From an optimization exercise on the open Yosys and OpenROAD flow, aimed at small area; shortcuts taken in it are not production practice. At most, simulation tests tie the RTL to the original design; equivalence was not proved. The clock port is modelled as an ideal driver, which makes a skipped or thinned clock tree look cheaper than it is; a real chip needs a root buffer or a tree. Power figures rest on the tool's default switching activity, not on a simulated workload.

==> flow/design.v (excerpt) <==
module my_watch(clk, rst, key_reset, key_start_pause, key_display_stop,
    hex0, hex1, hex2, hex3, hex4, hex5
    );
Size in the first run: ~270 cells after synthesis, about 76 flip-flops, roughly 47 I/O pins, about 2800 µm² of cells after synthesis.
clock: 10.0 ns
lec_check: 0
cap_margin: 20
core_margin: 2
core_utilization: 65
gpl_timing_driven: 0
slew_margin: 20
standard.sh (not shown) runs the stock make flow with config.mk's settings and CLKGATE_MAP_FILE= SYNTH_SCRIPT=/design/flow/synth_recipe.tcl, a recipe that flattens the netlist after the stock synthesis.
==> flow/flow/run.sh <==
#!/bin/bash
# Own layout flow: the standard ORFS flow (standard.sh) with
#  - synthesis mapped by ABC with an area-oriented script (flow/abc_area.script)
#    and without the adder extraction; everything else in synthesis is as
#    standard.sh does it (same registers, names and flattening);
#  - port buffers of the smallest buffer cell;
#  - the clock tree that CTS builds replaced by 4 clock buffers, one per
#    quarter of the registers, driven by the clock port (flow/mancts.tcl).
# Each step's full output goes to a log file in the work folder.
set -euo pipefail
W=$(pwd)
rm -rf "$W/scripts_area"
cp -r "$FLOW_HOME/scripts" "$W/scripts_area"
cp "$W/flow/abc_area.script" "$W/scripts_area/abc_area.script"

bash standard.sh SCRIPTS_DIR="$W/scripts_area" ABC_AREA=1 ADDER_MAP_FILE= synth > "$W/synth.log" 2>&1

bash standard.sh \
  BUFFER_PORTS_ARGS="-buffer_cell sky130_fd_sc_hd__buf_1" \
  CTS_ARGS="$(cat "$W/flow/cts_args")" \
  POST_CTS_TCL="$W/flow/mancts.tcl" \
  MAN_CTS_BUF=sky130_fd_sc_hd__clkbuf_8 MAN_CTS_NX=2 MAN_CTS_NY=2 \
  finish > "$W/layout.log" 2>&1
Other scripts of this flow, unchanged in this note and not shown: flow/flow/abc_area.script, flow/flow/cts_args, flow/flow/mancts.tcl
==> next run, changes <==
GPL_TIMING_DRIVEN = not set   (was 0)
Effect: Clock power barely changes. Clock skew is about the same. Routed wire length goes up by 9.4%. Power stays flat. Core utilization goes down by 0.22 points. Hold slack loses 0.0036 ns. Synthesized cell count stays the same.
In every run of this note, the design's own scripts or RTL, not TritonCTS, make the clock network.

== juniper ==
my_watch again, from the RTL that the note above started with.
// my_watch
module my_watch(clk, rst, key_reset, key_start_pause, key_display_stop,
    hex0, hex1, hex2, hex3, hex4, hex5
    );
export LEC_CHECK = 0
export CAP_MARGIN = 20
export CORE_MARGIN = 2
export CORE_UTILIZATION = 65
export SLEW_MARGIN = 20
create_clock -name core_clock -period 10.0 [get_ports {clk}]
==> flow/flow/run.sh <==
#!/bin/bash
# Own layout flow: the standard ORFS flow (standard.sh) with
#  - synthesis mapped by ABC with an area-oriented script (flow/abc_area.script)
#    and without the adder extraction; everything else in synthesis is as
#    standard.sh does it (same registers, names and flattening);
#  - port buffers of the smallest buffer cell;
#  - a clock tree built with the options in flow/cts_args (no dummy loads).
# Each step's full output goes to a log file in the work folder.
set -euo pipefail
W=$(pwd)
rm -rf "$W/scripts_area"
cp -r "$FLOW_HOME/scripts" "$W/scripts_area"
cp "$W/flow/abc_area.script" "$W/scripts_area/abc_area.script"

bash standard.sh SCRIPTS_DIR="$W/scripts_area" ABC_AREA=1 ADDER_MAP_FILE= synth > "$W/synth.log" 2>&1

bash standard.sh \
  BUFFER_PORTS_ARGS="-buffer_cell sky130_fd_sc_hd__buf_1" \
  CTS_ARGS="$(cat "$W/flow/cts_args")" \
  finish > "$W/layout.log" 2>&1
==> flow/flow/abc_area.script <==
strash
&get -n
&st
&dch -f
&nf -R 1000
&put
&get -n
&st
&dch -f
&nf -R 1000
&put
topo
==> flow/flow/cts_args <==
-sink_clustering_enable -repair_clock_nets -dont_use_dummy_load -buf_list {sky130_fd_sc_hd__clkbuf_4} -root_buf sky130_fd_sc_hd__clkbuf_4
The final layout from juniper, which completed every stage, passed the timing, DRC and antenna checks at the end of the flow.
Here is what was changed in the inputs of pepper compared with juniper.
Settings: changing CORE_UTILIZATION from 65 to 40.
## What came out
pepper | status: complete | timing, DRC, antenna: pass. Site row count ended up 30% higher on pepper than on juniper. Buffer share of cell area: juniper vs pepper, no meaningful difference. Summary of pepper over juniper: utilization now smaller; relative contribution of combinational cells to total power has remained practically unchanged.

Setup of the previous run:
my_watch, a different RTL version from the one above (not shown whole).
Size in the first run: ~270 cells after synthesis, roughly 76 flip-flops, roughly 47 I/O pins, ~2800 um^2 of cells after synthesis.
// my_watch
module my_watch(clk, rst, key_reset, key_start_pause, key_display_stop,
    hex0, hex1, hex2, hex3, hex4, hex5
    );
Settings: LEC_CHECK=0, CAP_MARGIN=20, CORE_MARGIN=2, CORE_UTILIZATION=40, SLEW_MARGIN=20; clock period 10.0 ns.
==> flow/flow/cts_args <==
-sink_clustering_enable -repair_clock_nets -dont_use_dummy_load -buf_list {sky130_fd_sc_hd__clkbuf_8} -root_buf sky130_fd_sc_hd__clkbuf_8 -sink_clustering_size 40 -sink_clustering_max_diameter 200
Scripts as last shown in full above: flow/flow/run.sh, flow/flow/abc_area.script
The previous run went all the way through synthesis, placement and routing and the layout is clean on timing, DRC and antenna.
Input-level comparison between the current run and the previous run:
==> flow/flow/cts_args <==
-sink_clustering_enable -repair_clock_nets -dont_use_dummy_load -buf_list {sky130_fd_sc_hd__clkbuf_16} -root_buf sky130_fd_sc_hd__clkbuf_16 -sink_clustering_size 100 -sink_clustering_max_diameter 500
Notes after the runs:
Re part of the power in combinational logic: the current run is 0.3 points down on the previous run. Looking at length of routed wiring on met1, the current run sits above the previous run. Fmax ends up lower on the current run.
No functional check of the RTL was part of any run of this note.

## static timing again, ports no longer ideal
The results above use ideal ports. As a check the final layouts listed here were re-extracted and re-timed, cells and wires unchanged.
Step 1 (the two cells are an assumption about what drives the block):
set clk [get_ports {clk}]
set_driving_cell -lib_cell sky130_fd_sc_hd__clkbuf_16 $clk
set_driving_cell -lib_cell sky130_fd_sc_hd__buf_2 [delete_from_list [all_inputs] $clk]
Step 2 times the ports against the registers' clock, not the clock port: input delays grow and output delays shrink by t, the midpoint of the rising clock arrivals with the driver on.
Three values: ideal, step 1, step 2; two values: the first two.
run	t (ns)	setup slack, ns	worst setup path at the end
the first run of note 1	0.215	3.820 / 3.858 / 3.642	input to register
the second run of note 1	0.215	3.822 / 3.860 / 3.645	input to register
juniper	0.411	4.085 / 4.090 / 3.679	input to register
pepper	0.408	4.293 / 4.299 / 3.891	input to register
the previous run	0.359	4.664 / 4.669 / 4.310	input to register
the current run	0.349	4.637 / 4.648 / 4.298	input to register
After both steps every run listed still meets setup and hold. For juniper, which loses most, drivers alone change the setup slack by +0.005 ns; drivers and shift together by -0.406 ns.
